Source: an optimization exercise on an open RTL-to-GDS flow (aim: small area, a short achievable clock period and few clock cycles). Production flows keep margins and buffers that such runs may drop.
Function was not checked in any run shown here: the RTL went through the layout flow alone.

## run.sh

```bash
#!/bin/bash
# synth_recipe.tcl (not shown) runs the flow's synth.tcl, then flattens the netlist and writes it again
# the make line also repeats each setting of config.mk as NAME=value (left out here)
make -C /OpenROAD-flow-scripts/flow DESIGN_CONFIG=/design/flow/config.mk WORK_HOME=/design/flow/orfs CLKGATE_MAP_FILE= SYNTH_SCRIPT=/design/flow/synth_recipe.tcl finish
```

## config.mk

```make
export PLATFORM = sky130hd
export DESIGN_NAME = mv_mul
export DESIGN_NICKNAME = mv_mul
export VERILOG_FILES = /design/flow/design.v
export SDC_FILE = /design/flow/constraint.sdc
export NUM_CORES = 4
export LEC_CHECK = 0
export ABC_AREA = 1
export CAP_MARGIN = 20
export CORE_MARGIN = 2
export CORE_UTILIZATION = 40
export SLEW_MARGIN = 20
```

## constraint.sdc

```tcl
create_clock -name core_clock -period 10.0 [get_ports {clk}]
set_input_delay 2.0000 -clock core_clock [delete_from_list [all_inputs] [get_ports {clk}]]
set_output_delay 2.0000 -clock core_clock [all_outputs]
set_load 0.01 [all_outputs]
```

## design.v

```verilog
module fp9_mul(input [8:0] a, input [8:0] b, output [8:0] y);
    wire [4:0] ea = a[7:3], eb = b[7:3];
    wire s = a[8] ^ b[8];
    wire ea0 = ~|ea, eb0 = ~|eb;
    wire ea1 = &ea, eb1 = &eb;
    wire fa0 = ~|a[2:0], fb0 = ~|b[2:0];
    wire za = ea0 & fa0, zb = eb0 & fb0;
    wire ia = ea1 & fa0, ib = eb1 & fb0;
    wire nan = (ea1 & ~fa0) | (eb1 & ~fb0) | (ia & zb) | (ib & za);
    wire inf = ia | ib;
    wire zero = za | zb;
    reg [2:0] na, nb; reg [1:0] la, lb;
    always @(*) begin
        casez (a[2:0])
            3'b1??: begin na = {a[1:0], 1'b0}; la = 2'd1; end
            3'b01?: begin na = {a[0], 2'b0};   la = 2'd2; end
            default: begin na = 3'b0;          la = 2'd3; end
        endcase
        casez (b[2:0])
            3'b1??: begin nb = {b[1:0], 1'b0}; lb = 2'd1; end
            3'b01?: begin nb = {b[0], 2'b0};   lb = 2'd2; end
            default: begin nb = 3'b0;          lb = 2'd3; end
        endcase
    end
    wire [2:0] ma = ea0 ? na : a[2:0];
    wire [2:0] mb = eb0 ? nb : b[2:0];
    reg [1:0] adj; reg [2:0] fr;
    always @(*) begin
        case ({ma, mb})
            6'd0: begin adj = 2'd0; fr = 3'd0; end
            6'd1: begin adj = 2'd0; fr = 3'd1; end
            6'd2: begin adj = 2'd0; fr = 3'd2; end
            6'd3: begin adj = 2'd0; fr = 3'd3; end
            6'd4: begin adj = 2'd0; fr = 3'd4; end
            6'd5: begin adj = 2'd0; fr = 3'd5; end
            6'd6: begin adj = 2'd0; fr = 3'd6; end
            6'd7: begin adj = 2'd0; fr = 3'd7; end
            6'd8: begin adj = 2'd0; fr = 3'd1; end
            6'd9: begin adj = 2'd0; fr = 3'd2; end
            6'd10: begin adj = 2'd0; fr = 3'd3; end
            6'd11: begin adj = 2'd0; fr = 3'd4; end
            6'd12: begin adj = 2'd0; fr = 3'd6; end
            6'd13: begin adj = 2'd0; fr = 3'd7; end
            6'd14: begin adj = 2'd1; fr = 3'd4; end
            6'd15: begin adj = 2'd1; fr = 3'd0; end
            6'd16: begin adj = 2'd0; fr = 3'd2; end
            6'd17: begin adj = 2'd0; fr = 3'd3; end
            6'd18: begin adj = 2'd0; fr = 3'd4; end
            6'd19: begin adj = 2'd0; fr = 3'd6; end
            6'd20: begin adj = 2'd0; fr = 3'd7; end
            6'd21: begin adj = 2'd1; fr = 3'd0; end
            6'd22: begin adj = 2'd1; fr = 3'd1; end
            6'd23: begin adj = 2'd1; fr = 3'd1; end
            6'd24: begin adj = 2'd0; fr = 3'd3; end
            6'd25: begin adj = 2'd0; fr = 3'd4; end
            6'd26: begin adj = 2'd0; fr = 3'd6; end
            6'd27: begin adj = 2'd0; fr = 3'd7; end
            6'd28: begin adj = 2'd1; fr = 3'd0; end
            6'd29: begin adj = 2'd1; fr = 3'd1; end
            6'd30: begin adj = 2'd1; fr = 3'd2; end
            6'd31: begin adj = 2'd1; fr = 3'd2; end
            6'd32: begin adj = 2'd0; fr = 3'd4; end
            6'd33: begin adj = 2'd0; fr = 3'd6; end
            6'd34: begin adj = 2'd0; fr = 3'd7; end
            6'd35: begin adj = 2'd1; fr = 3'd0; end
            6'd36: begin adj = 2'd1; fr = 3'd1; end
            6'd37: begin adj = 2'd1; fr = 3'd2; end
            6'd38: begin adj = 2'd1; fr = 3'd2; end
            6'd39: begin adj = 2'd1; fr = 3'd3; end
            6'd40: begin adj = 2'd0; fr = 3'd5; end
            6'd41: begin adj = 2'd0; fr = 3'd7; end
            6'd42: begin adj = 2'd1; fr = 3'd0; end
            6'd43: begin adj = 2'd1; fr = 3'd1; end
            6'd44: begin adj = 2'd1; fr = 3'd2; end
            6'd45: begin adj = 2'd1; fr = 3'd2; end
            6'd46: begin adj = 2'd1; fr = 3'd3; end
            6'd47: begin adj = 2'd1; fr = 3'd4; end
            6'd48: begin adj = 2'd0; fr = 3'd6; end
            6'd49: begin adj = 2'd1; fr = 3'd4; end
            6'd50: begin adj = 2'd1; fr = 3'd1; end
            6'd51: begin adj = 2'd1; fr = 3'd2; end
            6'd52: begin adj = 2'd1; fr = 3'd2; end
            6'd53: begin adj = 2'd1; fr = 3'd3; end
            6'd54: begin adj = 2'd1; fr = 3'd4; end
            6'd55: begin adj = 2'd1; fr = 3'd5; end
            6'd56: begin adj = 2'd0; fr = 3'd7; end
            6'd57: begin adj = 2'd1; fr = 3'd0; end
            6'd58: begin adj = 2'd1; fr = 3'd1; end
            6'd59: begin adj = 2'd1; fr = 3'd2; end
            6'd60: begin adj = 2'd1; fr = 3'd3; end
            6'd61: begin adj = 2'd1; fr = 3'd4; end
            6'd62: begin adj = 2'd1; fr = 3'd5; end
            6'd63: begin adj = 2'd1; fr = 3'd6; end
            default: begin adj = 2'd0; fr = 3'd0; end
        endcase
    end
    wire [6:0] xa = ea0 ? (7'd1 - {5'd0, la}) : {2'b0, ea};
    wire [6:0] xb = eb0 ? (7'd1 - {5'd0, lb}) : {2'b0, eb};
    wire [6:0] T = xa + xb + {5'd0, adj} - 7'd15;
    wire ovf = ~T[6] & (T[5:0] >= 6'd31);
    wire unf = T[6] | (T[5:0] == 6'd0);
    assign y = nan  ? 9'b0_11111_100 :
               (inf | ovf) ? {s, 5'b11111, 3'b000} :
               (zero | unf) ? {s, 8'd0} :
                      {s, T[4:0], fr};
endmodule
module fp9_add(input [8:0] a, input [8:0] b, output [8:0] y);
    wire [4:0] Ea = a[7:3], Eb = b[7:3];
    wire ha = |Ea, hb = |Eb;
    wire [4:0] xa = ha ? Ea : 5'd1, xb = hb ? Eb : 5'd1;
    wire [5:0] dab = {1'b0, xa} - {1'b0, xb};
    wire [5:0] dba = {1'b0, xb} - {1'b0, xa};
    wire [3:0] ma = {ha, a[2:0]}, mb = {hb, b[2:0]};
    wire swp = {xa, ma} < {xb, mb};           
    wire [4:0] sh = dab[5] ? dba[4:0] : dab[4:0];
    wire [3:0] fl = swp ? mb : ma;
    wire [3:0] fs = swp ? ma : mb;
    wire sl = swp ? b[8] : a[8];
    wire [4:0] E2 = swp ? xb : xa;
    wire sub = a[8] ^ b[8];
    wire [6:0] fs7 = {fs, 3'b000};
    wire [6:0] sa = fs7 >> sh;
    wire stk = (sh >= 5'd7) ? 1'b1 : |(fs7 & ~(7'h7f << sh));
    wire [6:0] S7 = {sa[6:1], sa[0] | stk};
    wire [6:0] L8 = {fl, 3'b000};
    wire [7:0] SUM = {1'b0, L8} + ({8{sub}} ^ {1'b0, S7}) + {7'd0, sub};
    wire sgn = sl;
    reg [3:0] adj; reg [2:0] FFn; reg [2:0] k;
    always @(*) begin
        case (SUM)
            8'd0: begin adj = 4'd10; FFn = 3'd0; k = 3'd0; end
            8'd1: begin adj = 4'd10; FFn = 3'd0; k = 3'd0; end
            8'd2: begin adj = 4'd11; FFn = 3'd0; k = 3'd1; end
            8'd3: begin adj = 4'd11; FFn = 3'd4; k = 3'd1; end
            8'd4: begin adj = 4'd12; FFn = 3'd0; k = 3'd2; end
            8'd5: begin adj = 4'd12; FFn = 3'd2; k = 3'd2; end
            8'd6: begin adj = 4'd12; FFn = 3'd4; k = 3'd2; end
            8'd7: begin adj = 4'd12; FFn = 3'd6; k = 3'd2; end
            8'd8: begin adj = 4'd13; FFn = 3'd0; k = 3'd3; end
            8'd9: begin adj = 4'd13; FFn = 3'd1; k = 3'd3; end
            8'd10: begin adj = 4'd13; FFn = 3'd2; k = 3'd3; end
            8'd11: begin adj = 4'd13; FFn = 3'd3; k = 3'd3; end
            8'd12: begin adj = 4'd13; FFn = 3'd4; k = 3'd3; end
            8'd13: begin adj = 4'd13; FFn = 3'd5; k = 3'd3; end
            8'd14: begin adj = 4'd13; FFn = 3'd6; k = 3'd3; end
            8'd15: begin adj = 4'd13; FFn = 3'd7; k = 3'd3; end
            8'd16: begin adj = 4'd14; FFn = 3'd0; k = 3'd4; end
            8'd17: begin adj = 4'd14; FFn = 3'd1; k = 3'd4; end
            8'd18: begin adj = 4'd14; FFn = 3'd1; k = 3'd4; end
            8'd19: begin adj = 4'd14; FFn = 3'd2; k = 3'd4; end
            8'd20: begin adj = 4'd14; FFn = 3'd2; k = 3'd4; end
            8'd21: begin adj = 4'd14; FFn = 3'd3; k = 3'd4; end
            8'd22: begin adj = 4'd14; FFn = 3'd3; k = 3'd4; end
            8'd23: begin adj = 4'd14; FFn = 3'd4; k = 3'd4; end
            8'd24: begin adj = 4'd14; FFn = 3'd4; k = 3'd4; end
            8'd25: begin adj = 4'd14; FFn = 3'd5; k = 3'd4; end
            8'd26: begin adj = 4'd14; FFn = 3'd5; k = 3'd4; end
            8'd27: begin adj = 4'd14; FFn = 3'd6; k = 3'd4; end
            8'd28: begin adj = 4'd14; FFn = 3'd6; k = 3'd4; end
            8'd29: begin adj = 4'd14; FFn = 3'd7; k = 3'd4; end
            8'd30: begin adj = 4'd14; FFn = 3'd7; k = 3'd4; end
            8'd31: begin adj = 4'd15; FFn = 3'd0; k = 3'd4; end
            8'd32: begin adj = 4'd15; FFn = 3'd0; k = 3'd5; end
            8'd33: begin adj = 4'd15; FFn = 3'd0; k = 3'd5; end
            8'd34: begin adj = 4'd15; FFn = 3'd0; k = 3'd5; end
            8'd35: begin adj = 4'd15; FFn = 3'd1; k = 3'd5; end
            8'd36: begin adj = 4'd15; FFn = 3'd1; k = 3'd5; end
            8'd37: begin adj = 4'd15; FFn = 3'd1; k = 3'd5; end
            8'd38: begin adj = 4'd15; FFn = 3'd2; k = 3'd5; end
            8'd39: begin adj = 4'd15; FFn = 3'd2; k = 3'd5; end
            8'd40: begin adj = 4'd15; FFn = 3'd2; k = 3'd5; end
            8'd41: begin adj = 4'd15; FFn = 3'd2; k = 3'd5; end
            8'd42: begin adj = 4'd15; FFn = 3'd2; k = 3'd5; end
            8'd43: begin adj = 4'd15; FFn = 3'd3; k = 3'd5; end
            8'd44: begin adj = 4'd15; FFn = 3'd3; k = 3'd5; end
            8'd45: begin adj = 4'd15; FFn = 3'd3; k = 3'd5; end
            8'd46: begin adj = 4'd15; FFn = 3'd4; k = 3'd5; end
            8'd47: begin adj = 4'd15; FFn = 3'd4; k = 3'd5; end
            8'd48: begin adj = 4'd15; FFn = 3'd4; k = 3'd5; end
            8'd49: begin adj = 4'd15; FFn = 3'd4; k = 3'd5; end
            8'd50: begin adj = 4'd15; FFn = 3'd4; k = 3'd5; end
            8'd51: begin adj = 4'd15; FFn = 3'd5; k = 3'd5; end
            8'd52: begin adj = 4'd15; FFn = 3'd5; k = 3'd5; end
            8'd53: begin adj = 4'd15; FFn = 3'd5; k = 3'd5; end
            8'd54: begin adj = 4'd15; FFn = 3'd6; k = 3'd5; end
            8'd55: begin adj = 4'd15; FFn = 3'd6; k = 3'd5; end
            8'd56: begin adj = 4'd15; FFn = 3'd6; k = 3'd5; end
            8'd57: begin adj = 4'd15; FFn = 3'd6; k = 3'd5; end
            8'd58: begin adj = 4'd15; FFn = 3'd6; k = 3'd5; end
            8'd59: begin adj = 4'd15; FFn = 3'd7; k = 3'd5; end
            8'd60: begin adj = 4'd15; FFn = 3'd7; k = 3'd5; end
            8'd61: begin adj = 4'd15; FFn = 3'd7; k = 3'd5; end
            8'd62: begin adj = 4'd0; FFn = 3'd0; k = 3'd5; end
            8'd63: begin adj = 4'd0; FFn = 3'd0; k = 3'd5; end
            8'd64: begin adj = 4'd0; FFn = 3'd0; k = 3'd6; end
            8'd65: begin adj = 4'd0; FFn = 3'd0; k = 3'd6; end
            8'd66: begin adj = 4'd0; FFn = 3'd0; k = 3'd6; end
            8'd67: begin adj = 4'd0; FFn = 3'd0; k = 3'd6; end
            8'd68: begin adj = 4'd0; FFn = 3'd0; k = 3'd6; end
            8'd69: begin adj = 4'd0; FFn = 3'd1; k = 3'd6; end
            8'd70: begin adj = 4'd0; FFn = 3'd1; k = 3'd6; end
            8'd71: begin adj = 4'd0; FFn = 3'd1; k = 3'd6; end
            8'd72: begin adj = 4'd0; FFn = 3'd1; k = 3'd6; end
            8'd73: begin adj = 4'd0; FFn = 3'd1; k = 3'd6; end
            8'd74: begin adj = 4'd0; FFn = 3'd1; k = 3'd6; end
            8'd75: begin adj = 4'd0; FFn = 3'd1; k = 3'd6; end
            8'd76: begin adj = 4'd0; FFn = 3'd2; k = 3'd6; end
            8'd77: begin adj = 4'd0; FFn = 3'd2; k = 3'd6; end
            8'd78: begin adj = 4'd0; FFn = 3'd2; k = 3'd6; end
            8'd79: begin adj = 4'd0; FFn = 3'd2; k = 3'd6; end
            8'd80: begin adj = 4'd0; FFn = 3'd2; k = 3'd6; end
            8'd81: begin adj = 4'd0; FFn = 3'd2; k = 3'd6; end
            8'd82: begin adj = 4'd0; FFn = 3'd2; k = 3'd6; end
            8'd83: begin adj = 4'd0; FFn = 3'd2; k = 3'd6; end
            8'd84: begin adj = 4'd0; FFn = 3'd2; k = 3'd6; end
            8'd85: begin adj = 4'd0; FFn = 3'd3; k = 3'd6; end
            8'd86: begin adj = 4'd0; FFn = 3'd3; k = 3'd6; end
            8'd87: begin adj = 4'd0; FFn = 3'd3; k = 3'd6; end
            8'd88: begin adj = 4'd0; FFn = 3'd3; k = 3'd6; end
            8'd89: begin adj = 4'd0; FFn = 3'd3; k = 3'd6; end
            8'd90: begin adj = 4'd0; FFn = 3'd3; k = 3'd6; end
            8'd91: begin adj = 4'd0; FFn = 3'd3; k = 3'd6; end
            8'd92: begin adj = 4'd0; FFn = 3'd4; k = 3'd6; end
            8'd93: begin adj = 4'd0; FFn = 3'd4; k = 3'd6; end
            8'd94: begin adj = 4'd0; FFn = 3'd4; k = 3'd6; end
            8'd95: begin adj = 4'd0; FFn = 3'd4; k = 3'd6; end
            8'd96: begin adj = 4'd0; FFn = 3'd4; k = 3'd6; end
            8'd97: begin adj = 4'd0; FFn = 3'd4; k = 3'd6; end
            8'd98: begin adj = 4'd0; FFn = 3'd4; k = 3'd6; end
            8'd99: begin adj = 4'd0; FFn = 3'd4; k = 3'd6; end
            8'd100: begin adj = 4'd0; FFn = 3'd4; k = 3'd6; end
            8'd101: begin adj = 4'd0; FFn = 3'd5; k = 3'd6; end
            8'd102: begin adj = 4'd0; FFn = 3'd5; k = 3'd6; end
            8'd103: begin adj = 4'd0; FFn = 3'd5; k = 3'd6; end
            8'd104: begin adj = 4'd0; FFn = 3'd5; k = 3'd6; end
            8'd105: begin adj = 4'd0; FFn = 3'd5; k = 3'd6; end
            8'd106: begin adj = 4'd0; FFn = 3'd5; k = 3'd6; end
            8'd107: begin adj = 4'd0; FFn = 3'd5; k = 3'd6; end
            8'd108: begin adj = 4'd0; FFn = 3'd6; k = 3'd6; end
            8'd109: begin adj = 4'd0; FFn = 3'd6; k = 3'd6; end
            8'd110: begin adj = 4'd0; FFn = 3'd6; k = 3'd6; end
            8'd111: begin adj = 4'd0; FFn = 3'd6; k = 3'd6; end
            8'd112: begin adj = 4'd0; FFn = 3'd6; k = 3'd6; end
            8'd113: begin adj = 4'd0; FFn = 3'd6; k = 3'd6; end
            8'd114: begin adj = 4'd0; FFn = 3'd6; k = 3'd6; end
            8'd115: begin adj = 4'd0; FFn = 3'd6; k = 3'd6; end
            8'd116: begin adj = 4'd0; FFn = 3'd6; k = 3'd6; end
            8'd117: begin adj = 4'd0; FFn = 3'd7; k = 3'd6; end
            8'd118: begin adj = 4'd0; FFn = 3'd7; k = 3'd6; end
            8'd119: begin adj = 4'd0; FFn = 3'd7; k = 3'd6; end
            8'd120: begin adj = 4'd0; FFn = 3'd7; k = 3'd6; end
            8'd121: begin adj = 4'd0; FFn = 3'd7; k = 3'd6; end
            8'd122: begin adj = 4'd0; FFn = 3'd7; k = 3'd6; end
            8'd123: begin adj = 4'd0; FFn = 3'd7; k = 3'd6; end
            8'd124: begin adj = 4'd1; FFn = 3'd0; k = 3'd6; end
            8'd125: begin adj = 4'd1; FFn = 3'd0; k = 3'd6; end
            8'd126: begin adj = 4'd1; FFn = 3'd0; k = 3'd6; end
            8'd127: begin adj = 4'd1; FFn = 3'd0; k = 3'd6; end
            8'd128: begin adj = 4'd1; FFn = 3'd0; k = 3'd7; end
            8'd129: begin adj = 4'd1; FFn = 3'd0; k = 3'd7; end
            8'd130: begin adj = 4'd1; FFn = 3'd0; k = 3'd7; end
            8'd131: begin adj = 4'd1; FFn = 3'd0; k = 3'd7; end
            8'd132: begin adj = 4'd1; FFn = 3'd0; k = 3'd7; end
            8'd133: begin adj = 4'd1; FFn = 3'd0; k = 3'd7; end
            8'd134: begin adj = 4'd1; FFn = 3'd0; k = 3'd7; end
            8'd135: begin adj = 4'd1; FFn = 3'd0; k = 3'd7; end
            8'd136: begin adj = 4'd1; FFn = 3'd0; k = 3'd7; end
            8'd137: begin adj = 4'd1; FFn = 3'd1; k = 3'd7; end
            8'd138: begin adj = 4'd1; FFn = 3'd1; k = 3'd7; end
            8'd139: begin adj = 4'd1; FFn = 3'd1; k = 3'd7; end
            8'd140: begin adj = 4'd1; FFn = 3'd1; k = 3'd7; end
            8'd141: begin adj = 4'd1; FFn = 3'd1; k = 3'd7; end
            8'd142: begin adj = 4'd1; FFn = 3'd1; k = 3'd7; end
            8'd143: begin adj = 4'd1; FFn = 3'd1; k = 3'd7; end
            8'd144: begin adj = 4'd1; FFn = 3'd1; k = 3'd7; end
            8'd145: begin adj = 4'd1; FFn = 3'd1; k = 3'd7; end
            8'd146: begin adj = 4'd1; FFn = 3'd1; k = 3'd7; end
            8'd147: begin adj = 4'd1; FFn = 3'd1; k = 3'd7; end
            8'd148: begin adj = 4'd1; FFn = 3'd1; k = 3'd7; end
            8'd149: begin adj = 4'd1; FFn = 3'd1; k = 3'd7; end
            8'd150: begin adj = 4'd1; FFn = 3'd1; k = 3'd7; end
            8'd151: begin adj = 4'd1; FFn = 3'd1; k = 3'd7; end
            8'd152: begin adj = 4'd1; FFn = 3'd2; k = 3'd7; end
            8'd153: begin adj = 4'd1; FFn = 3'd2; k = 3'd7; end
            8'd154: begin adj = 4'd1; FFn = 3'd2; k = 3'd7; end
            8'd155: begin adj = 4'd1; FFn = 3'd2; k = 3'd7; end
            8'd156: begin adj = 4'd1; FFn = 3'd2; k = 3'd7; end
            8'd157: begin adj = 4'd1; FFn = 3'd2; k = 3'd7; end
            8'd158: begin adj = 4'd1; FFn = 3'd2; k = 3'd7; end
            8'd159: begin adj = 4'd1; FFn = 3'd2; k = 3'd7; end
            8'd160: begin adj = 4'd1; FFn = 3'd2; k = 3'd7; end
            8'd161: begin adj = 4'd1; FFn = 3'd2; k = 3'd7; end
            8'd162: begin adj = 4'd1; FFn = 3'd2; k = 3'd7; end
            8'd163: begin adj = 4'd1; FFn = 3'd2; k = 3'd7; end
            8'd164: begin adj = 4'd1; FFn = 3'd2; k = 3'd7; end
            8'd165: begin adj = 4'd1; FFn = 3'd2; k = 3'd7; end
            8'd166: begin adj = 4'd1; FFn = 3'd2; k = 3'd7; end
            8'd167: begin adj = 4'd1; FFn = 3'd2; k = 3'd7; end
            8'd168: begin adj = 4'd1; FFn = 3'd2; k = 3'd7; end
            8'd169: begin adj = 4'd1; FFn = 3'd3; k = 3'd7; end
            8'd170: begin adj = 4'd1; FFn = 3'd3; k = 3'd7; end
            8'd171: begin adj = 4'd1; FFn = 3'd3; k = 3'd7; end
            8'd172: begin adj = 4'd1; FFn = 3'd3; k = 3'd7; end
            8'd173: begin adj = 4'd1; FFn = 3'd3; k = 3'd7; end
            8'd174: begin adj = 4'd1; FFn = 3'd3; k = 3'd7; end
            8'd175: begin adj = 4'd1; FFn = 3'd3; k = 3'd7; end
            8'd176: begin adj = 4'd1; FFn = 3'd3; k = 3'd7; end
            8'd177: begin adj = 4'd1; FFn = 3'd3; k = 3'd7; end
            8'd178: begin adj = 4'd1; FFn = 3'd3; k = 3'd7; end
            8'd179: begin adj = 4'd1; FFn = 3'd3; k = 3'd7; end
            8'd180: begin adj = 4'd1; FFn = 3'd3; k = 3'd7; end
            8'd181: begin adj = 4'd1; FFn = 3'd3; k = 3'd7; end
            8'd182: begin adj = 4'd1; FFn = 3'd3; k = 3'd7; end
            8'd183: begin adj = 4'd1; FFn = 3'd3; k = 3'd7; end
            8'd184: begin adj = 4'd1; FFn = 3'd4; k = 3'd7; end
            8'd185: begin adj = 4'd1; FFn = 3'd4; k = 3'd7; end
            8'd186: begin adj = 4'd1; FFn = 3'd4; k = 3'd7; end
            8'd187: begin adj = 4'd1; FFn = 3'd4; k = 3'd7; end
            8'd188: begin adj = 4'd1; FFn = 3'd4; k = 3'd7; end
            8'd189: begin adj = 4'd1; FFn = 3'd4; k = 3'd7; end
            8'd190: begin adj = 4'd1; FFn = 3'd4; k = 3'd7; end
            8'd191: begin adj = 4'd1; FFn = 3'd4; k = 3'd7; end
            8'd192: begin adj = 4'd1; FFn = 3'd4; k = 3'd7; end
            8'd193: begin adj = 4'd1; FFn = 3'd4; k = 3'd7; end
            8'd194: begin adj = 4'd1; FFn = 3'd4; k = 3'd7; end
            8'd195: begin adj = 4'd1; FFn = 3'd4; k = 3'd7; end
            8'd196: begin adj = 4'd1; FFn = 3'd4; k = 3'd7; end
            8'd197: begin adj = 4'd1; FFn = 3'd4; k = 3'd7; end
            8'd198: begin adj = 4'd1; FFn = 3'd4; k = 3'd7; end
            8'd199: begin adj = 4'd1; FFn = 3'd4; k = 3'd7; end
            8'd200: begin adj = 4'd1; FFn = 3'd4; k = 3'd7; end
            8'd201: begin adj = 4'd1; FFn = 3'd5; k = 3'd7; end
            8'd202: begin adj = 4'd1; FFn = 3'd5; k = 3'd7; end
            8'd203: begin adj = 4'd1; FFn = 3'd5; k = 3'd7; end
            8'd204: begin adj = 4'd1; FFn = 3'd5; k = 3'd7; end
            8'd205: begin adj = 4'd1; FFn = 3'd5; k = 3'd7; end
            8'd206: begin adj = 4'd1; FFn = 3'd5; k = 3'd7; end
            8'd207: begin adj = 4'd1; FFn = 3'd5; k = 3'd7; end
            8'd208: begin adj = 4'd1; FFn = 3'd5; k = 3'd7; end
            8'd209: begin adj = 4'd1; FFn = 3'd5; k = 3'd7; end
            8'd210: begin adj = 4'd1; FFn = 3'd5; k = 3'd7; end
            8'd211: begin adj = 4'd1; FFn = 3'd5; k = 3'd7; end
            8'd212: begin adj = 4'd1; FFn = 3'd5; k = 3'd7; end
            8'd213: begin adj = 4'd1; FFn = 3'd5; k = 3'd7; end
            8'd214: begin adj = 4'd1; FFn = 3'd5; k = 3'd7; end
            8'd215: begin adj = 4'd1; FFn = 3'd5; k = 3'd7; end
            8'd216: begin adj = 4'd1; FFn = 3'd6; k = 3'd7; end
            8'd217: begin adj = 4'd1; FFn = 3'd6; k = 3'd7; end
            8'd218: begin adj = 4'd1; FFn = 3'd6; k = 3'd7; end
            8'd219: begin adj = 4'd1; FFn = 3'd6; k = 3'd7; end
            8'd220: begin adj = 4'd1; FFn = 3'd6; k = 3'd7; end
            8'd221: begin adj = 4'd1; FFn = 3'd6; k = 3'd7; end
            8'd222: begin adj = 4'd1; FFn = 3'd6; k = 3'd7; end
            8'd223: begin adj = 4'd1; FFn = 3'd6; k = 3'd7; end
            8'd224: begin adj = 4'd1; FFn = 3'd6; k = 3'd7; end
            8'd225: begin adj = 4'd1; FFn = 3'd6; k = 3'd7; end
            8'd226: begin adj = 4'd1; FFn = 3'd6; k = 3'd7; end
            8'd227: begin adj = 4'd1; FFn = 3'd6; k = 3'd7; end
            8'd228: begin adj = 4'd1; FFn = 3'd6; k = 3'd7; end
            8'd229: begin adj = 4'd1; FFn = 3'd6; k = 3'd7; end
            8'd230: begin adj = 4'd1; FFn = 3'd6; k = 3'd7; end
            8'd231: begin adj = 4'd1; FFn = 3'd6; k = 3'd7; end
            8'd232: begin adj = 4'd1; FFn = 3'd6; k = 3'd7; end
            8'd233: begin adj = 4'd1; FFn = 3'd7; k = 3'd7; end
            8'd234: begin adj = 4'd1; FFn = 3'd7; k = 3'd7; end
            8'd235: begin adj = 4'd1; FFn = 3'd7; k = 3'd7; end
            8'd236: begin adj = 4'd1; FFn = 3'd7; k = 3'd7; end
            8'd237: begin adj = 4'd1; FFn = 3'd7; k = 3'd7; end
            8'd238: begin adj = 4'd1; FFn = 3'd7; k = 3'd7; end
            8'd239: begin adj = 4'd1; FFn = 3'd7; k = 3'd7; end
            8'd240: begin adj = 4'd1; FFn = 3'd7; k = 3'd7; end
            8'd241: begin adj = 4'd1; FFn = 3'd7; k = 3'd7; end
            8'd242: begin adj = 4'd1; FFn = 3'd7; k = 3'd7; end
            8'd243: begin adj = 4'd1; FFn = 3'd7; k = 3'd7; end
            8'd244: begin adj = 4'd1; FFn = 3'd7; k = 3'd7; end
            8'd245: begin adj = 4'd1; FFn = 3'd7; k = 3'd7; end
            8'd246: begin adj = 4'd1; FFn = 3'd7; k = 3'd7; end
            8'd247: begin adj = 4'd1; FFn = 3'd7; k = 3'd7; end
            8'd248: begin adj = 4'd2; FFn = 3'd0; k = 3'd7; end
            8'd249: begin adj = 4'd2; FFn = 3'd0; k = 3'd7; end
            8'd250: begin adj = 4'd2; FFn = 3'd0; k = 3'd7; end
            8'd251: begin adj = 4'd2; FFn = 3'd0; k = 3'd7; end
            8'd252: begin adj = 4'd2; FFn = 3'd0; k = 3'd7; end
            8'd253: begin adj = 4'd2; FFn = 3'd0; k = 3'd7; end
            8'd254: begin adj = 4'd2; FFn = 3'd0; k = 3'd7; end
            8'd255: begin adj = 4'd2; FFn = 3'd0; k = 3'd7; end
            default: begin adj = 4'd0; FFn = 3'd0; k = 3'd0; end
        endcase
    end
    wire nrm = ({1'b0, E2} + {3'b0, k}) > 6'd6;
    wire [7:0] NSd = (SUM << (E2 - 5'd1)) | {7'd0, SUM[0]};
    wire rupd = NSd[2] & (NSd[1] | NSd[0] | NSd[3]);
    wire [7:0] Smd = NSd + {4'b0, rupd, 3'b000};
    wire [4:0] EFIN = E2 + {adj[3], adj};
    wire az = (a[7:0] == 0), bz = (b[7:0] == 0);
    wire ai = (&Ea) & (a[2:0] == 0), bi = (&Eb) & (b[2:0] == 0);
    wire an = (&Ea) & (a[2:0] != 0), bn = (&Eb) & (b[2:0] != 0);
    assign y = az ? b : bz ? a : (ai | bi) ? 9'b0_11111_000 : (an | bn) ? 9'b0_11111_100 :
               (SUM == 8'd0) ? 9'd0 :
               nrm ? {sgn, EFIN, FFn} : {sgn, 5'd0, Smd[5:3]};
endmodule
module mv_mul #(
    parameter SHAPE_M       = 2,
    parameter SHAPE_N       = 8,
    parameter ELEMENT_WIDTH = 9,
    parameter CTRL_C_WIDTH  = 16,
    parameter DEPTH_WARP    = 4
) (
    input  wire                              clk,
    input  wire                              rst_n,
    input  wire [SHAPE_M*SHAPE_N*ELEMENT_WIDTH-1:0]  a_i,
    input  wire [SHAPE_N*ELEMENT_WIDTH-1:0]  b_i,
    input  wire [2:0]                        rm_i,
    input  wire [7:0]                        ctrl_reg_idxw_i,
    input  wire [DEPTH_WARP-1:0]             ctrl_warpid_i,
    input  wire                              in_valid_i,
    output reg                               in_ready_o,
    output reg                               out_valid_o,
    input  wire                              out_ready_i,
    output reg  [SHAPE_M*ELEMENT_WIDTH-1:0]  result_o,
    output reg  [4:0]                        fflags_o
);
    reg  [3:0] cnt;
    wire       acc = in_valid_i & in_ready_o;
    always @(posedge clk or negedge rst_n) begin
        if (!rst_n) begin
            cnt        <= 4'd0;
            in_ready_o <= 1'b0;
        end else begin
            cnt        <= (in_valid_i && !in_ready_o) ? cnt + 4'd1 : 4'd0;
            in_ready_o <= in_valid_i && !in_ready_o && (cnt == 4'd9);
        end
    end
    always @(posedge clk or negedge rst_n) begin
        if (!rst_n)
            out_valid_o <= 1'b0;
        else if (acc)
            out_valid_o <= 1'b1;
        else if (out_ready_i)
            out_valid_o <= 1'b0;
    end
    wire [1:0] col = {cnt[0], cnt[1]};
    wire       row = cnt[2];
    wire [71:0] a_row = row ? a_i[143:72] : a_i[71:0];
    wire [8:0] ma0 = a_row[col*9 +: 9];
    wire [8:0] ma1 = a_row[(col+4)*9 +: 9];
    wire [8:0] mb0 = b_i[col*9 +: 9];
    wire [8:0] mb1 = b_i[(col+4)*9 +: 9];
    wire [8:0] p0, p1;
    fp9_mul u_mul0 (.a(ma0), .b(mb0), .y(p0));
    fp9_mul u_mul1 (.a(ma1), .b(mb1), .y(p1));
    reg [8:0] pa, pb;        
    reg [8:0] s0, s1;        
    reg [8:0] t0, t1;        
    always @(posedge clk) begin
        pa <= p0;
        pb <= p1;
    end
    wire [8:0] l1;
    fp9_add u_add1 (.a(pa), .b(pb), .y(l1));
    always @(posedge clk) begin
        s0 <= l1;
        s1 <= s0;
    end
    wire       top = (cnt == 4'd6) | (cnt == 4'd10);
    wire [8:0] l2;
    fp9_add u_add2 (.a(top ? t0 : s1), .b(top ? t1 : s0), .y(l2));
    always @(posedge clk) begin
        if (cnt == 4'd3 || cnt == 4'd7) t0 <= l2;
        if (cnt == 4'd5 || cnt == 4'd9) t1 <= l2;
        if (cnt == 4'd6)  result_o[8:0]  <= l2;
        if (cnt == 4'd10) result_o[17:9] <= l2;
    end
    wire ov0 = &result_o[7:3];
    wire ov1 = &result_o[16:12];
    always @(*) begin
        fflags_o = {2'b00, (ov0 & |result_o[2:0]) | (ov1 & |result_o[11:9]), 1'b0, ov0 | ov1};
    end
endmodule
```

==> results of run 1 <==
## worst max-delay path, delay by kind of cell, from the launching register on
| family | cells | cell delay [ns] |
|---|---|---|
| compound gates | 8 | 1.85 |
| flops | 1 | 0.38 |
| buf+inv | 5 | 0.52 |
| simple gates | 26 | 3.76 |
| fa+ha+maj | 4 | 1.25 |
| xor+xnor | 2 | 0.34 |
## final cells by class
cell class / instances / area share
timing repair buffer: 253 / 0.168
inverter: 265 / 0.0667
sequential: 78 / 0.131
clock inverter: 7 / 0.00386
multi-input combinational: 1558 / 0.583
tap: 390 / 0.0327
clock buffer: 9 / 0.0151
## cells by family after synthesis
logic type	after synthesis	share of synthesized area
buf+inv	336	0.112
flops	78	0.163
other cells	1	0.000313
simple gates	947	0.343
xor+xnor	42	0.0329
compound gates	448	0.220
mux	1	0.000837
fa+ha+maj	117	0.129
## cell usage in the layout, fill, tap and decap left out, drive strengths merged, types with 10 or more instances in the layout
cell,n
a31oi,13
ha,107
nor3,27
nor2,225
xor2,29
a32oi,12
o21ai,204
a21oi,104
clkdlybuf4s50,241
nand2,507
fa,10
nand3b,11
o22ai,44
inv,265
dfxtp,36
o211ai,10
a211oi,12
nand3,141
edfxtp,36
xnor2,13
buf,12
nand4,21
## per-stage QoR
step,setup slack (ns),std cells,util
finish,1.62,2560,0.504
global route,0.741,2560,0.504
CTS,1.62,2560,0.504
detailed placement,1.69,2544,0.495
global placement,1.82,2544,0.495
floorplan,2.50,1972,-
## per-layer routing
layer,vias up,global-route usage
met5,-,0
met4,0,0.0733
met3,50,0.0249
met2,364,0.471
met1,6087,0.285
li1,6952,-
## flip-flops by register name, indices dropped and copies added, names as in the netlist
signal       count
result_o        18
out_valid_o      1
s1               9
pb               9
t1               9
t0               9
cnt              4
in_ready_o       1
pa               9
s0               9
## worst min-delay path by stage
stage	from	to	slack (ns)	cells after the start
finish	s0[5]	s1[5]	0.35	0
global route	s0[3]	s1[3]	0.36	0
CTS	s0[4]	s1[4]	0.36	0
detailed placement	s0[5]	s1[5]	0.35	0
global placement	s0[4]	s1[4]	0.34	0
floorplan	s0[3]	s1[3]	0.32	0
==> qor.csv, run 1 <==
metric,value,unit
grt_pass1_vias,12706,
highest_layer,met4,
overflow,0,
placed_area,0.0146,mm2
synth_flop_cell,edfxtp_1,
wire_per_inst,15.3,um
hpwl,32.3,mm
hold_class,reg -> reg,
yosysSeqAreaShare,0.163,
fillCellCount,3061,
maxSlewHeadroom,0.320,
synth.most_common_cell,nand2_1,
synth_commonest_cells,"nand2_1 (475), inv_1 (250), nor2_1 (217), o21ai_0 (178), nand3_1 (133)",
hold_viol,0,
synth_edf_count,36,
cts_tree,done,
dr_wl_met2,20.1,mm
antenna_found_initial,0,
grt_pass1_wl,62.7,mm
fin_crit,8.38,ns
slowest_stage,nor3_1,
yosysUniqueCellTypes,66,
worst_pin_slew,1.02,ns
nets,2517,
place_congestion,0.899,
num_vias,13453,
synth_top_area_share,0.149,
r2r_setup_slack,1.62,ns
tns,0,ns
ctsResizeCount,0,
synth_area,0.0120,mm2
start_util,0.405,
finalCritPeriodShare,0.838,
setup_violations,0,
synth_top_cell_by_area,nand2_1,
status,timing/DRC/antenna clean,
drt_iter0_drc,943,
synth_cells,1970,
fp.dieW,177,um
io_buffers,241,
antenna_cells,0,
wl_met1,16.3,mm
core_region_area,0.0296,mm2
rsz0062_at_grt,false,
seq_area,0.00195,mm2
drcViolationCount,0,
clk_pin_slew_worst_paths,0.06,ns
stdcell_area,0.0149,mm2
path_common_cell,nand2_1,
post-cts-setup-buffer-count,0,
yosys_warnings,3,
cts_hold_repair.buffers,0,
dieArea,0.0313,mm2
antenna_left,0,
cts_buffer_depth,2,
met3_length,1.71,mm
grt_max_degree,76,
r2r_end,t0[2],
synthArstFlopShare,0.0769,
ys_seq_elements,78,
via_per_inst,5.26,
cts_num_sinks,78,
insertion_delay,0.34,ns
start_kind,flop,
pin_count,260,
syn_area_per_cell,6.07,um2
reg2reg_depth,45,
fmax,119,MHz
maxCapViolations,0,
worstSetupEndpoint,t0[2],
htreeDepth,3,
drive_above_1_share,0.0548,
drt_pass1_iterations,5,
fin_hold_ws,0.354,ns
slowest_delay,0.49,ns
endpoint_kind,flop,
numCtsBuffers,9,
fp.dieH,177,um
grtUsageTotal,0.246,
worst_clock_skew,0.0123,ns
startpoint,cnt[0],
cp.required,10.08,ns
area_delta_synth_final,24.6,%
multi_input_area,0.00868,mm2
routed_wl,39.1,mm
maxSlewViolCount,0,
crit_arrival,8.46,ns
clk_root_buffer_cell,clkbuf_16,
crit-reg2reg-launch,cnt[0],
path_class,reg -> reg,
crit_fanout,26,
rows,63,
ys_top_cells_by_area,"nand2_1 (15%), ha_1 (11%), edfxtp_1 (9.0%)",
==> inputs of run 2 (changes only) <==
--- a/design.v
+++ b/design.v
@@ -422,13 +422,23 @@
 );
     reg  [3:0] cnt;
     wire       acc = in_valid_i & in_ready_o;
+    reg        top, we_t0, we_t1, we_r0;
+    wire [3:0] cnt_n = (in_valid_i && !in_ready_o) ? cnt + 4'd1 : 4'd0;
     always @(posedge clk or negedge rst_n) begin
         if (!rst_n) begin
             cnt        <= 4'd0;
             in_ready_o <= 1'b0;
+            top        <= 1'b0;
+            we_t0      <= 1'b0;
+            we_t1      <= 1'b0;
+            we_r0      <= 1'b0;
         end else begin
-            cnt        <= (in_valid_i && !in_ready_o) ? cnt + 4'd1 : 4'd0;
+            cnt        <= cnt_n;
             in_ready_o <= in_valid_i && !in_ready_o && (cnt == 4'd9);
+            top        <= (cnt_n == 4'd6) | (cnt_n == 4'd10);
+            we_t0      <= (cnt_n == 4'd3) | (cnt_n == 4'd7);
+            we_t1      <= (cnt_n == 4'd5) | (cnt_n == 4'd9);
+            we_r0      <= (cnt_n == 4'd6);
         end
     end
     always @(posedge clk or negedge rst_n) begin
@@ -462,14 +472,13 @@
         s0 <= l1;
         s1 <= s0;
     end
-    wire       top = (cnt == 4'd6) | (cnt == 4'd10);
     wire [8:0] l2;
     fp9_add u_add2 (.a(top ? t0 : s1), .b(top ? t1 : s0), .y(l2));
     always @(posedge clk) begin
-        if (cnt == 4'd3 || cnt == 4'd7) t0 <= l2;
-        if (cnt == 4'd5 || cnt == 4'd9) t1 <= l2;
-        if (cnt == 4'd6)  result_o[8:0]  <= l2;
-        if (cnt == 4'd10) result_o[17:9] <= l2;
+        if (we_t0) t0 <= l2;
+        if (we_t1) t1 <= l2;
+        if (we_r0) result_o[8:0]  <= l2;
+        if (acc)   result_o[17:9] <= l2;
     end
     wire ov0 = &result_o[7:3];
     wire ov1 = &result_o[16:12];
==> run 2 against run 1 <==
  * Still clean on timing, DRC and antenna
  * Die area grew 2.0%
  * Sequential share of layout area grew 0.43 points
  * Synthesized area is 2.1% higher
  * Flip-flop and latch count up 4
  * Critical endpoint is now t1[2]
==> qor.csv, run 2 <==
metric,value,unit
top_register,result_o,
synth.most_common_cell,nand2_1,
startpoint,top,
synthArstFlopShare,0.122,
path_class,reg -> reg,
slowest_delay,0.59,ns
hold_depth,0,
maxSlewViolCount,0,
synth_cells,1993,
synth_top_cell_by_area,nand2_1,
core_region_area,0.0299,mm2
worstSetupEndpoint,t1[2],
via_per_inst,5.22,
fp.dieW,179,um
overflow,0,
grt_max_degree,77,
status,timing/DRC/antenna clean,
synth_commonest_cells,"nand2_1 (480), inv_1 (256), nor2_1 (204), o21ai_0 (149), nand3_1 (135)",
place_congestion,0.944,
synth_top_area_share,0.148,
routed_wl,39.7,mm
num_vias,13515,
dp_slack,2.08,ns
grtUsageTotal,0.250,
drcViolationCount,0,
htreeDepth,3,
maxSlewHeadroom,0.355,
fin_crit,7.97,ns
rsz0062_at_grt,false,
synth_edf_count,36,
rows,63,
crit-reg2reg-launch,top,
area_delta_synth_final,24.3,%
met2_usage,0.434,
post-cts-setup-buffer-count,0,
critPathBufInv,4,
cp.required,10.09,ns
fp.dieH,179,um
critPathTopFamily,simple AND/OR/NAND/NOR gates,
dieArea,0.0319,mm2
tns,0,ns
fmax,126,MHz
layout_commonest_cell,nand2_1,
io_buffers,241,
crit_cells,39,
hold_viol,0,
drt_iter0_drc,878,
setup_violations,0,
yosysSeqAreaShare,0.168,
reg2reg_depth,39,
cts_hold_repair.buffers,0,
start_kind,flop,
r2r_setup_slack,2.03,ns
maxCapViolations,0,
antenna_found_initial,2,
ctsResizeCount,0,
nets,2540,
finalCritPeriodShare,0.797,
met3_usage,0.0384,
numCtsBuffers,9,
clk_pin_slew_worst_paths,0.06,ns
grt-busiest-layer,met2,
crit_arrival,8.05,ns
synth_area,0.0122,mm2
grt_pass1_vias,12821,
worst_clock_skew,0.00752,ns
wire_per_inst,15.4,um
worst_pin_slew,0.968,ns
yosysUniqueCellTypes,65,
start_util,0.409,
grt_pass1_wl,64.5,mm
slowest_stage,dfrtp_1,
largest_reg_flops,18,
insertion_delay,0.34,ns
r2r_end,t1[2],
use_met1,0.321,
crit_fanout,27,
syn_area_per_cell,6.13,um2
cts_tree,done,
path_common_cell,nand2_1,
synth_flop_cell,edfxtp_1,
fin_hold_ws,0.369,ns
layout_common_cells,"nand2_1 (480), inv_1 (254), clkdlybuf4s50_1 (241)",
ys_top_cells_by_area,"nand2_1 (15%), ha_1 (11%), edfxtp_1 (8.9%)",
endpoint_kind,flop,
cts_buffer_depth,2,
drive_above_1_share,0.0679,
hpwl,32.7,mm
clk_root_buffer_cell,clkbuf_16,
antenna_left,0,
hold_class,reg -> reg,
cts_num_sinks,82,
setup_ws,2.03,ns
pin_count,260,
ys_seq_elements,82,
drt_pass1_iterations,5,
yosys_warnings,3,
-- run 2: metrics by stage --
stage | utilization | cells | instance area (um2)
final | 0.508 | 2587 | 15200
after detailed placement | 0.497 | 2568 | 14900
after global placement | 0.497 | 2568 | 14900
after global routing | 0.508 | 2587 | 15200
after floorplan | - | 1995 | 12200
after CTS | 0.508 | 2584 | 15200
-- run 2: layer usage --
layer	share of wire	wire length (um)
met5	0	0
met4	0.023	899
met3	0.043	1720
met2	0.48	19000
met1	0.46	18100
-- run 2: worst min-delay path by stage --
stage	startpoint	to	slack [ns]
after floorplan	s0[0]	s1[0]	0.33
after global placement	s0[0]	s1[0]	0.37
after detailed placement	s0[0]	s1[0]	0.37
after CTS	s0[0]	s1[0]	0.37
after global routing	s0[0]	s1[0]	0.38
final	s0[0]	s1[0]	0.37
-- run 2: logic make-up after synthesis --
logic type,synth area share
fa+ha+maj,0.125
buf+inv,0.116
xor+xnor,0.0301
other cells,0.000307
mux,0.00184
compound gates,0.218
flops,0.168
simple gates,0.341
-- run 2: cell type report --
type	count	area, um2
repair buffers	251	2490
multi-input cells	1558	8750
diodes	3	7.51
clock buffers	9	225
clock inverters	7	82.6
inverters	287	1080
well taps	390	488
flip-flops and latches	82	2050
fillers	3004	14700
-- run 2: worst register-to-register path: cells and delay by family, from the launching register on --
kind	cells	cell delay, ns
fa+ha+maj	3	1.08
buf+inv	4	0.77
simple gates	23	3.34
compound gates	8	1.77
flops	1	0.59
xor+xnor	1	0.15
==> inputs of run 3 (changes only) <==
--- a/config.mk
+++ b/config.mk
@@ -9,4 +9,5 @@
 export CAP_MARGIN = 20
 export CORE_MARGIN = 2
 export CORE_UTILIZATION = 40
+export SETUP_SLACK_MARGIN = 2.5
 export SLEW_MARGIN = 20
==> run 3 against run 2 <==
  * Still clean
  * Core utilization increased by 0.62 points
  * Clock skew is essentially flat
  * First-iteration DRC count shrank 3.6%
  * Register-to-register slack better by 1.0 ns
  * Non-clock buffer count increased by 5
  * Synthesized cell count did not move
  * Highest routed layer unchanged
==> qor.csv, run 3 <==
metric,value,unit
status,timing/DRC/antenna clean,
core_region_area,0.0299,mm2
place_congestion,0.944,
maxSlewViolCount,0,
crit_fanout,14,
crit_arrival,7.27,ns
nets,2547,
clk_pin_slew_worst_paths,0.07,ns
antenna_found_initial,2,
synth.most_common_cell,nand2_1,
cp.required,10.25,ns
wire_per_inst,15.5,um
clk_root_buffer_cell,clkbuf_16,
worst_clock_skew,0.00732,ns
tns,0,ns
overflow,0,
drcViolationCount,0,
synth_area,0.0122,mm2
fin_crit,7.01,ns
critPathTopFamily,compound AO/OA/AOI/OAI gates,
cts_num_sinks,82,
start_util,0.409,
cts_hold_repair.buffers,0,
grt_max_degree,77,
routed_wl,40.2,mm
insertion_delay,0.34,ns
cts_buffer_depth,2,
layout_commonest_cell,nand2_1,
largest_reg_flops,18,
fp.dieH,179,um
pin_count,260,
hold_viol,0,
start_kind,input port,
grtUsageTotal,0.250,
worst_pin_slew,0.807,ns
synth_cells,1993,
fp.dieW,179,um
layout_common_cells,"nand2_1 (477), inv_1 (254), clkdlybuf4s50_1 (241)",
ys_seq_elements,82,
path_common_cell,nand2_1,
grt_pass1_wl,64.5,mm
drt_pass1_iterations,5,
hold_class,reg -> reg,
fin_hold_ws,0.369,ns
synth_commonest_cells,"nand2_1 (480), inv_1 (256), nor2_1 (204), o21ai_0 (149), nand3_1 (135)",
final_cells,2594,
yosysSeqAreaShare,0.168,
maxCapViolations,0,
yosys_warnings,3,
setup_violations,0,
ys_top_cells_by_area,"nand2_1 (15%), ha_1 (11%), edfxtp_1 (8.9%)",
top_register,result_o,
endpoint_kind,flop,
slowest_stage,clkdlybuf4s50_1,
io_buffers,241,
synthArstFlopShare,0.122,
synth_flop_cell,edfxtp_1,
antenna_left,0,
synth_edf_count,36,
finalCritPeriodShare,0.701,
hpwl,32.7,mm
dpl.cell_count,2568,
grt_pass1_vias,12821,
rsz0062_at_grt,false,
numCtsBuffers,9,
drive_above_1_share,0.0800,
maxSlewHeadroom,0.456,
synth_top_cell_by_area,nand2_1,
synth_top_area_share,0.148,
cts_tree,done,
slowest_delay,0.45,ns
fmax,143,MHz
critPathBufInv,5,
num_vias,13606,
syn_area_per_cell,6.13,um2
dieArea,0.0319,mm2
path_class,in -> reg,
area_delta_synth_final,25.8,%
yosysUniqueCellTypes,65,
htreeDepth,3,
drt_iter0_drc,846,
via_per_inst,5.25,
rows,63,
[run 3: cell counts after synthesis]
Identical to the previous run, type by type.
[run 3: final timing paths]
| path | slack [ns] | endpoint | startpoint | cells after the start |
|---|---|---|---|---|
| setup / recovery | 2.99 | pb[1] | b_i[49] | 29 |
| hold / removal | 0.37 | s1[0] | s0[0] | 0 |
| setup reg to reg | 3.05 | t0[1] | top | 38 |
| hold reg to reg | 0.37 | s1[0] | s0[0] | 0 |
| max in group asynchronous | 7.69 | cnt[1] | rst_n | 1 |
| min in group asynchronous | 1.97 | out_valid_o | rst_n | 1 |
[run 3: cell type report]
cell class / instances / area [um2]
antenna: 3 / 7.51
clock buffer: 9 / 225
clock inverter: 7 / 82.6
fill: 2987 / 14500
inverter: 287 / 1080
multi-input combinational: 1560 / 8890
sequential: 82 / 2060
tap: 390 / 488
timing repair buffer: 256 / 2530
[run 3: through the flow]
stage,area (um2),util,worst slack [ns]
final,15400,0.514,2.99
after global routing,15400,0.514,2.45
after CTS,15200,0.508,2.50
after detailed placement,14900,0.497,2.08
after global placement,14900,0.497,2.17
after floorplan,12200,-,3.84
[run 3: per-layer routing]
| metal | global-route usage | share of wire | vias to the layer above | wire length [um] |
|---|---|---|---|---|
| met5 | 0 | 0 | - | 0 |
| met4 | 0.0674 | 0.022 | 0 | 882 |
| met3 | 0.0384 | 0.043 | 51 | 1740 |
| met2 | 0.434 | 0.48 | 320 | 19200 |
| met1 | 0.321 | 0.46 | 6181 | 18400 |
| li1 | - | - | 7054 | - |
[run 3: cells by family (layout without fill, tap and decap cells)]
logic type / count (synthesis) / count (layout) / share of synthesized area
compound gates: 447 / 447 / 0.218
xor+xnor: 39 / 39 / 0.0301
fa+ha+maj: 116 / 116 / 0.125
buf+inv: 355 / 559 / 0.116
flops: 82 / 82 / 0.168
mux: 1 / 1 / 0.00184
other cells: 1 / 6 / 0.000307
simple gates: 952 / 954 / 0.341
[run 3: worst reg2reg max path: cells and delay by family (launching register included)]
| family | cells | cell delay (ns) |
|---|---|---|
| AOI/OAI and AO/OA | 7 | 1.51 |
| adders and majority gates | 4 | 1.25 |
| and+or+nand+nor | 21 | 2.61 |
| xor gates and xnor gates | 1 | 0.17 |
| DFF | 1 | 0.42 |
| buffers and inverters | 5 | 0.71 |
[run 3: timing repair]
| action | in CTS | in global routing |
|---|---|---|
| gates resized for setup | 4 | 24 |
| endpoints found under the setup margin | 32 | 51 |
| gates cloned | 0 | 2 |
| buffers inserted | 0 | 5 |
| hold endpoints to repair | 0 | 0 |
| pin swaps | 0 | 3 |
==> inputs of run 4 (changes only) <==
--- a/design.v
+++ b/design.v
@@ -420,25 +420,21 @@
     output reg  [SHAPE_M*ELEMENT_WIDTH-1:0]  result_o,
     output reg  [4:0]                        fflags_o
 );
-    reg  [3:0] cnt;
+    reg [9:0]  ph;           
+    reg        ph0;
+    reg        top;          
     wire       acc = in_valid_i & in_ready_o;
-    reg        top, we_t0, we_t1, we_r0;
-    wire [3:0] cnt_n = (in_valid_i && !in_ready_o) ? cnt + 4'd1 : 4'd0;
     always @(posedge clk or negedge rst_n) begin
         if (!rst_n) begin
-            cnt        <= 4'd0;
+            ph0        <= 1'b1;
+            ph         <= 10'd0;
             in_ready_o <= 1'b0;
             top        <= 1'b0;
-            we_t0      <= 1'b0;
-            we_t1      <= 1'b0;
-            we_r0      <= 1'b0;
         end else begin
-            cnt        <= cnt_n;
-            in_ready_o <= in_valid_i && !in_ready_o && (cnt == 4'd9);
-            top        <= (cnt_n == 4'd6) | (cnt_n == 4'd10);
-            we_t0      <= (cnt_n == 4'd3) | (cnt_n == 4'd7);
-            we_t1      <= (cnt_n == 4'd5) | (cnt_n == 4'd9);
-            we_r0      <= (cnt_n == 4'd6);
+            ph0        <= !in_valid_i | ph[9];
+            ph         <= in_valid_i ? {ph[8:0], ph0} : 10'd0;
+            in_ready_o <= in_valid_i & ph[8];
+            top        <= in_valid_i & (ph[4] | ph[8]);
         end
     end
     always @(posedge clk or negedge rst_n) begin
@@ -449,13 +445,21 @@
         else if (out_ready_i)
             out_valid_o <= 1'b0;
     end
-    wire [1:0] col = {cnt[0], cnt[1]};
-    wire       row = cnt[2];
-    wire [71:0] a_row = row ? a_i[143:72] : a_i[71:0];
-    wire [8:0] ma0 = a_row[col*9 +: 9];
-    wire [8:0] ma1 = a_row[(col+4)*9 +: 9];
-    wire [8:0] mb0 = b_i[col*9 +: 9];
-    wire [8:0] mb1 = b_i[(col+4)*9 +: 9];
+    wire [7:0] slot = {ph[6:0], ph0};
+    wire [3:0] csel = slot[3:0] | slot[7:4];
+    reg  [8:0] ma0, ma1, mb0, mb1;
+    integer t;
+    always @(*) begin
+        ma0 = 9'd0; ma1 = 9'd0; mb0 = 9'd0; mb1 = 9'd0;
+        for (t = 0; t < 8; t = t + 1) begin
+            ma0 = ma0 | ({9{slot[t]}} & a_i[(t[2]*8 + {t[0], t[1]})*9 +: 9]);
+            ma1 = ma1 | ({9{slot[t]}} & a_i[(t[2]*8 + {t[0], t[1]} + 4)*9 +: 9]);
+        end
+        for (t = 0; t < 4; t = t + 1) begin
+            mb0 = mb0 | ({9{csel[t]}} & b_i[{t[0], t[1]}*9 +: 9]);
+            mb1 = mb1 | ({9{csel[t]}} & b_i[({t[0], t[1]} + 4)*9 +: 9]);
+        end
+    end
     wire [8:0] p0, p1;
     fp9_mul u_mul0 (.a(ma0), .b(mb0), .y(p0));
     fp9_mul u_mul1 (.a(ma1), .b(mb1), .y(p1));
@@ -475,10 +479,10 @@
     wire [8:0] l2;
     fp9_add u_add2 (.a(top ? t0 : s1), .b(top ? t1 : s0), .y(l2));
     always @(posedge clk) begin
-        if (we_t0) t0 <= l2;
-        if (we_t1) t1 <= l2;
-        if (we_r0) result_o[8:0]  <= l2;
-        if (acc)   result_o[17:9] <= l2;
+        if (ph[2] | ph[6]) t0 <= l2;
+        if (ph[4] | ph[8]) t1 <= l2;
+        if (ph[5])         result_o[8:0]  <= l2;
+        if (ph[9])         result_o[17:9] <= l2;
     end
     wire ov0 = &result_o[7:3];
     wire ov1 = &result_o[16:12];
--- a/config.mk
+++ b/config.mk
@@ -9,5 +9,5 @@
 export CAP_MARGIN = 20
 export CORE_MARGIN = 2
 export CORE_UTILIZATION = 40
-export SETUP_SLACK_MARGIN = 2.5
+export SETUP_SLACK_MARGIN = 3.5
 export SLEW_MARGIN = 20
==> run 4 against run 3 <==
  * Core utilization rose by 7.4 points
  * Non-clock buffer count up 116
  * Global-route usage down 0.51 points
  * Highest routed layer unchanged
  * Maximum frequency up 9.0%
  * Flip-flop and latch count grew 3
  * Sequential share of layout area fell by 0.82 points
  * Via count grew 0.23%
  * Die area down 3.6%
  * Synthesized area is 3.6% lower
  * Clock skew rose by 0.0033 ns
==> qor.csv, run 4 <==
metric,value,unit
finalCritPeriodShare,0.644,
crit_arrival,6.48,ns
largest_reg_flops,18,
antenna_found_initial,0,
slowest_delay,0.45,ns
wl_met1,17.0,mm
insertion_delay,0.34,ns
via_per_inst,5.25,
cts_hold_repair.buffers,0,
hold_class,reg -> reg,
htreeDepth,3,
r2r_end,t0[7],
start_kind,flop,
setup_violations,0,
maxSlewHeadroom,0.411,
clk_pin_slew_worst_paths,0.07,ns
top_register,result_o,
wire_per_inst,15.7,um
min_to,s1[5],
cp.required,10.05,ns
synth_commonest_cells,"nand2_1 (504), inv_1 (287), nand3_1 (138), nor2_1 (125), ha_1 (102)",
path_class,reg -> reg,
slowest_stage,dfrtp_2,
worst_pin_slew,0.876,ns
fin_crit,6.44,ns
synth_edf_count,36,
worst_hold_startpoint,s0[5],
synth.most_common_cell,nand2_1,
tns,0,ns
synth_flop_cell,edfxtp_1,
area_delta_synth_final,44.3,%
yosysUniqueCellTypes,63,
dr_wl_met2,21.0,mm
drive_above_1_share,0.207,
maxSlewViolCount,0,
endpoint_kind,flop,
hold_viol,0,
grt_pass1_vias,12496,
status,timing/DRC/antenna clean,
antenna_left,0,
ys_top_cells_by_area,"nand2_1 (16%), ha_1 (11%), edfxtp_1 (9.2%)",
io_buffers,241,
grt_max_degree,29,
drt_iter0_drc,1089,
yosys_warnings,3,
hold_depth,0,
layout_common_cells,"nand2_1 (463), inv_1 (252), clkdlybuf4s50_1 (234)",
stdcell_area,0.0170,mm2
drt_pass1_iterations,7,
dieArea,0.0308,mm2
cts_tree,done,
grt_pass1_wl,61.8,mm
reg2reg_depth,41,
crit-reg2reg-launch,top,
crit_fanout,8,
drcViolationCount,0,
r2r_setup_slack,3.56,ns
maxCapViolations,0,
cts_buffer_depth,2,
synth_top_cell_by_area,nand2_1,
antenna_cells,0,
rows,62,
fp.dieW,176,um
overflow,0,
numCtsBuffers,9,
fin_hold_ws,0.390,ns
synth_area,0.0118,mm2
final_util,0.589,
nets,2556,
yosysSeqAreaShare,0.181,
core_region_area,0.0289,mm2
placed_area,0.0144,mm2
fmax,155,MHz
routed_wl,40.9,mm
start_util,0.408,
fp.dieH,176,um
synthArstFlopShare,0.153,
synth_cells,1876,
cts_num_sinks,85,
rsz0062_at_grt,true,
worst_clock_skew,0.0107,ns
layout_commonest_cell,nand2_1,
synth_top_area_share,0.161,
met3_length,1.78,mm
hpwl,31.3,mm
grtUsageTotal,0.245,
syn_area_per_cell,6.27,um2
clk_root_buffer_cell,clkbuf_16,
highest_layer,met4,
num_vias,13637,
ys_seq_elements,85,
place_congestion,0.908,
pin_count,260,
[run 4: cell types whose count changed after synthesis, sizes merged, moves of 11 or more]
cell / change
inv: +19
o21ai: -77
nor2: -80
a221oi: +11
nand4: +18
buf: -12
a22o: +32
a21oi: -19
nor4: +16
a22oi: +14
o22ai: -39
a32oi: -14
nand2: +15
[run 4: kinds of logic after synthesis]
kind of cell    count (synthesis)  share of synthesized area
xor+xnor                       37                     0.0294
mux                             2                    0.00213
flops                          85                      0.181
compound gates                351                      0.189
simple gates                  929                      0.351
other cells                     1                   0.000319
buf+inv                       359                      0.122
fa+ha+maj                     112                      0.125
[run 4: worst max-delay path by stage]
| stage | from | end | slack (ns) | cells after the start |
|---|---|---|---|---|
| floorplan | a_i[4] | pa[2] | 3.60 | 28 |
| global placement | a_i[14] | pa[2] | 1.75 | 26 |
| detailed placement | a_i[14] | pa[2] | 1.66 | 26 |
| CTS | a_i[4] | pa[2] | 3.45 | 28 |
| global route | top | result_o[16] | 3.19 | 43 |
| finish | top | t0[7] | 3.56 | 41 |
[run 4: layout make-up]
cell class              instances  area [um2]
multi-input cells            1436        9350
repair buffers                372        3530
fillers                      2760       11900
well taps                     384         480
inverters                     305        1180
flip-flops and latches         85        2130
clock buffers                   9         225
clock inverters                 7        83.8
[run 4: worst max-delay path, delay by kind of cell (launching register included)]
kind	cells	cell delay, ns
AO/OA/AOI/OAI	10	1.47
XOR/XNOR	2	0.34
adder cells (fa/ha/maj)	5	1.41
buffers and inverters	6	0.62
flip-flops	1	0.45
AND/OR/NAND/NOR	18	1.82
[run 4: repair_timing]
action	4_1_cts	5_1_grt
buffers inserted	44	78
gates cloned	3	2
pin swaps	39	124
resized for setup	119	211
endpoints found under the setup margin	56	56
[run 4: layer usage]
metal / up-vias / track usage
li1: 6920 / -
met1: 6215 / 0.297
met2: 424 / 0.460
met3: 78 / 0.0223
met4: 0 / 0.0658
met5: - / 0
[run 4: metrics by stage]
step | setup slack (ns) | cells
finish | 3.56 | 2598
detailed placement | 1.66 | 2455
global placement | 1.75 | 2455
global route | 3.19 | 2598
floorplan | 3.60 | 1878
CTS | 3.45 | 2518
==> inputs of run 5 (changes only) <==
--- a/config.mk
+++ b/config.mk
@@ -9,5 +9,5 @@
 export CAP_MARGIN = 20
 export CORE_MARGIN = 2
 export CORE_UTILIZATION = 40
-export SETUP_SLACK_MARGIN = 3.5
+export SETUP_SLACK_MARGIN = 5
 export SLEW_MARGIN = 20
==> run 5 against run 4 <==
  * Flip-flop and latch count did not move
  * Via count rose by 5.3%
  * Clock skew fell by 0.0042 ns
  * Maximum frequency rose by 0.53%
  * Hold slack got worse by 0.026 ns
  * Still clean
  * First-iteration DRC count fell by 23%
==> qor.csv, run 5 <==
metric,value,unit
status,timing/DRC/antenna clean,
crit_arrival,6.44,ns
ys_seq_elements,85,
insertion_delay,0.33,ns
synth_cells,1876,
multi_input_area,0.0101,mm2
antenna_left,0,
rows,62,
synth.most_common_cell,nand2_1,
finalCritPeriodShare,0.640,
slowest_delay,0.56,ns
hold_viol,0,
drt_iter0_drc,834,
critPathBufInv,7,
fp.dieH,176,um
yosys_warnings,3,
largest_reg_flops,18,
fp.dieW,176,um
start_util,0.408,
slowest_stage,dfrtp_4,
highest_layer,met4,
grt_pass1_vias,14004,
maxCapViolations,0,
drive_above_1_share,0.319,
syn_area_per_cell,6.27,um2
via_per_inst,5.29,
fillCellCount,2583,
grtUsageTotal,0.270,
grt_max_degree,28,
synthArstFlopShare,0.153,
crit_fanout,6,
layout_common_cells,"nand2_1 (436), inv_1 (220), buf_4 (215)",
synth_flop_cell,edfxtp_1,
antenna_found_initial,1,
nets,2668,
cts_num_sinks,85,
endpoint_kind,flop,
seq_area,0.00215,mm2
numCtsBuffers,9,
drcViolationCount,0,
maxSlewHeadroom,0.383,
top_register,result_o,
io_buffers,241,
tns,0,ns
rsz0062_at_grt,true,
fin_crit,6.40,ns
clk_pin_slew_worst_paths,0.07,ns
ys_top_cells_by_area,"nand2_1 (16%), ha_1 (11%), edfxtp_1 (9.2%)",
cts_tree,done,
synth_top_cell_by_area,nand2_1,
core_region_area,0.0289,mm2
pin_count,260,
worst_clock_skew,0.00646,ns
place_congestion,0.936,
wire_per_inst,16.1,um
wl_met1,17.2,mm
layout_commonest_cell,nand2_1,
drt_pass1_iterations,5,
setup_violations,0,
area_delta_synth_final,57.6,%
num_vias,14353,
met3_length,2.02,mm
synth_edf_count,36,
synth_area,0.0118,mm2
path_class,reg -> reg,
fmax,156,MHz
synth_commonest_cells,"nand2_1 (504), inv_1 (287), nand3_1 (138), nor2_1 (125), ha_1 (102)",
synth_top_area_share,0.161,
yosysUniqueCellTypes,63,
cp.required,10.04,ns
htreeDepth,3,
cts_buffer_depth,2,
worst_pin_slew,0.917,ns
hpwl,31.7,mm
dr_wl_met2,22.7,mm
fin_hold_ws,0.364,ns
overflow,0,
grt_pass1_wl,68.1,mm
dieArea,0.0308,mm2
maxSlewViolCount,0,
start_kind,flop,
routed_wl,43.7,mm
clk_root_buffer_cell,clkbuf_16,
cts_hold_repair.buffers,0,
critPathTopFamily,simple AND/OR/NAND/NOR gates,
yosysSeqAreaShare,0.181,
hold_class,reg -> reg,
[run 5: cell counts after synthesis]
No cell type changed its count.
[run 5: cells by family (layout without fill, tap and decap cells)]
| group | Yosys count | in the layout | share of synthesized area |
|---|---|---|---|
| AOI/OAI and AO/OA | 351 | 351 | 0.189 |
| xor gates and xnor gates | 37 | 37 | 0.0294 |
| adders and majority gates | 112 | 112 | 0.125 |
| buffers and inverters | 359 | 803 | 0.122 |
| DFF | 85 | 85 | 0.181 |
| muxes | 2 | 2 | 0.00213 |
| other | 1 | 4 | 0.000319 |
| and+or+nand+nor | 929 | 933 | 0.351 |
[run 5: final timing paths]
path                        from          end  slack (ns)  cells past startpoint
max in group asynchronous  rst_n          top        7.54                      1
setup / recovery             top  result_o[7]        3.60                     44
hold / removal             s0[3]        s1[3]        0.36                      0
setup reg to reg             top  result_o[7]        3.60                     44
min in group asynchronous  rst_n   in_ready_o        2.04                      1
hold reg to reg            s0[3]        s1[3]        0.36                      0
[run 5: stage by stage]
stage          std cells  instance area [um2]  utilization  setup slack, ns
6_report            2711                18600        0.643             3.60
5_1_grt             2711                18600        0.643             3.29
4_1_cts             2657                17600        0.610             3.77
3_5_place_dp        2456                14800        0.512             2.10
3_3_place_gp        2456                14800        0.512             2.13
2_1_floorplan       1878                12100            -             4.07
[run 5: cell type report]
| cell class | instances | area share |
|---|---|---|
| diodes | 1 | 0.000135 |
| clock buffers | 9 | 0.0121 |
| inverters | 305 | 0.0649 |
| repair buffers | 482 | 0.232 |
| multi-input cells | 1438 | 0.545 |
| clock inverters | 7 | 0.00445 |
| well taps | 384 | 0.0259 |
| flip-flops and latches | 85 | 0.116 |
[run 5: timing repair]
item,in CTS,in global routing
cloned,5,0
buffers inserted,180,53
gates resized for setup,438,163
endpoints found under the setup margin,61,61
pin swaps,198,138
[run 5: layer usage]
metal / GRT usage / up-vias
li1: - / 7173
met1: 0.309 / 6642
met2: 0.507 / 453
met3: 0.0301 / 85
met4: 0.110 / 0
met5: 0 / -

what the ideal ports hide:
The results above use ideal ports. As a check the final layouts listed here were re-extracted and re-timed, cells and wires unchanged.
Step 1 (the two cells are an assumption about what drives the block):
set clk [get_ports {clk}]
set_driving_cell -lib_cell sky130_fd_sc_hd__clkbuf_16 $clk
set_driving_cell -lib_cell sky130_fd_sc_hd__buf_2 [delete_from_list [all_inputs] $clk]
Step 2 adds t to the input delays and takes it off the output delays; t is the mean of the earliest and latest rising clock arrival at the registers after step 1. Input paths then give back, and output paths get back, about the clock's delay inside the block.
Slacks: ideal / step 1 / step 2; pairs: ideal / step 1.
run | shift t [ns] | setup WS [ns] | latest minus earliest clock arrival (ns) | slew at the worst register clock pin (ns) | cell pins on the clock port's net
run 1 | 0.373 | 1.621 / 1.621 / 1.621 | 0.012 / 0.013 | 0.07 / 0.07 | 1
run 2 | 0.381 | 2.034 / 2.034 / 2.034 | 0.008 / 0.008 | 0.07 / 0.07 | 1
run 3 | 0.382 | 2.987 / 2.999 / 2.617 | 0.009 / 0.008 | 0.07 / 0.07 | 1
run 4 | 0.374 | 3.563 / 3.563 / 3.370 | 0.013 / 0.013 | 0.07 / 0.07 | 1
run 5 | 0.372 | 3.597 / 3.597 / 3.597 | 0.007 / 0.007 | 0.07 / 0.07 | 1
After both steps every run listed still meets setup and hold. For run 3, which loses most, drivers alone change the setup slack by +0.012 ns; drivers and shift together by -0.370 ns.
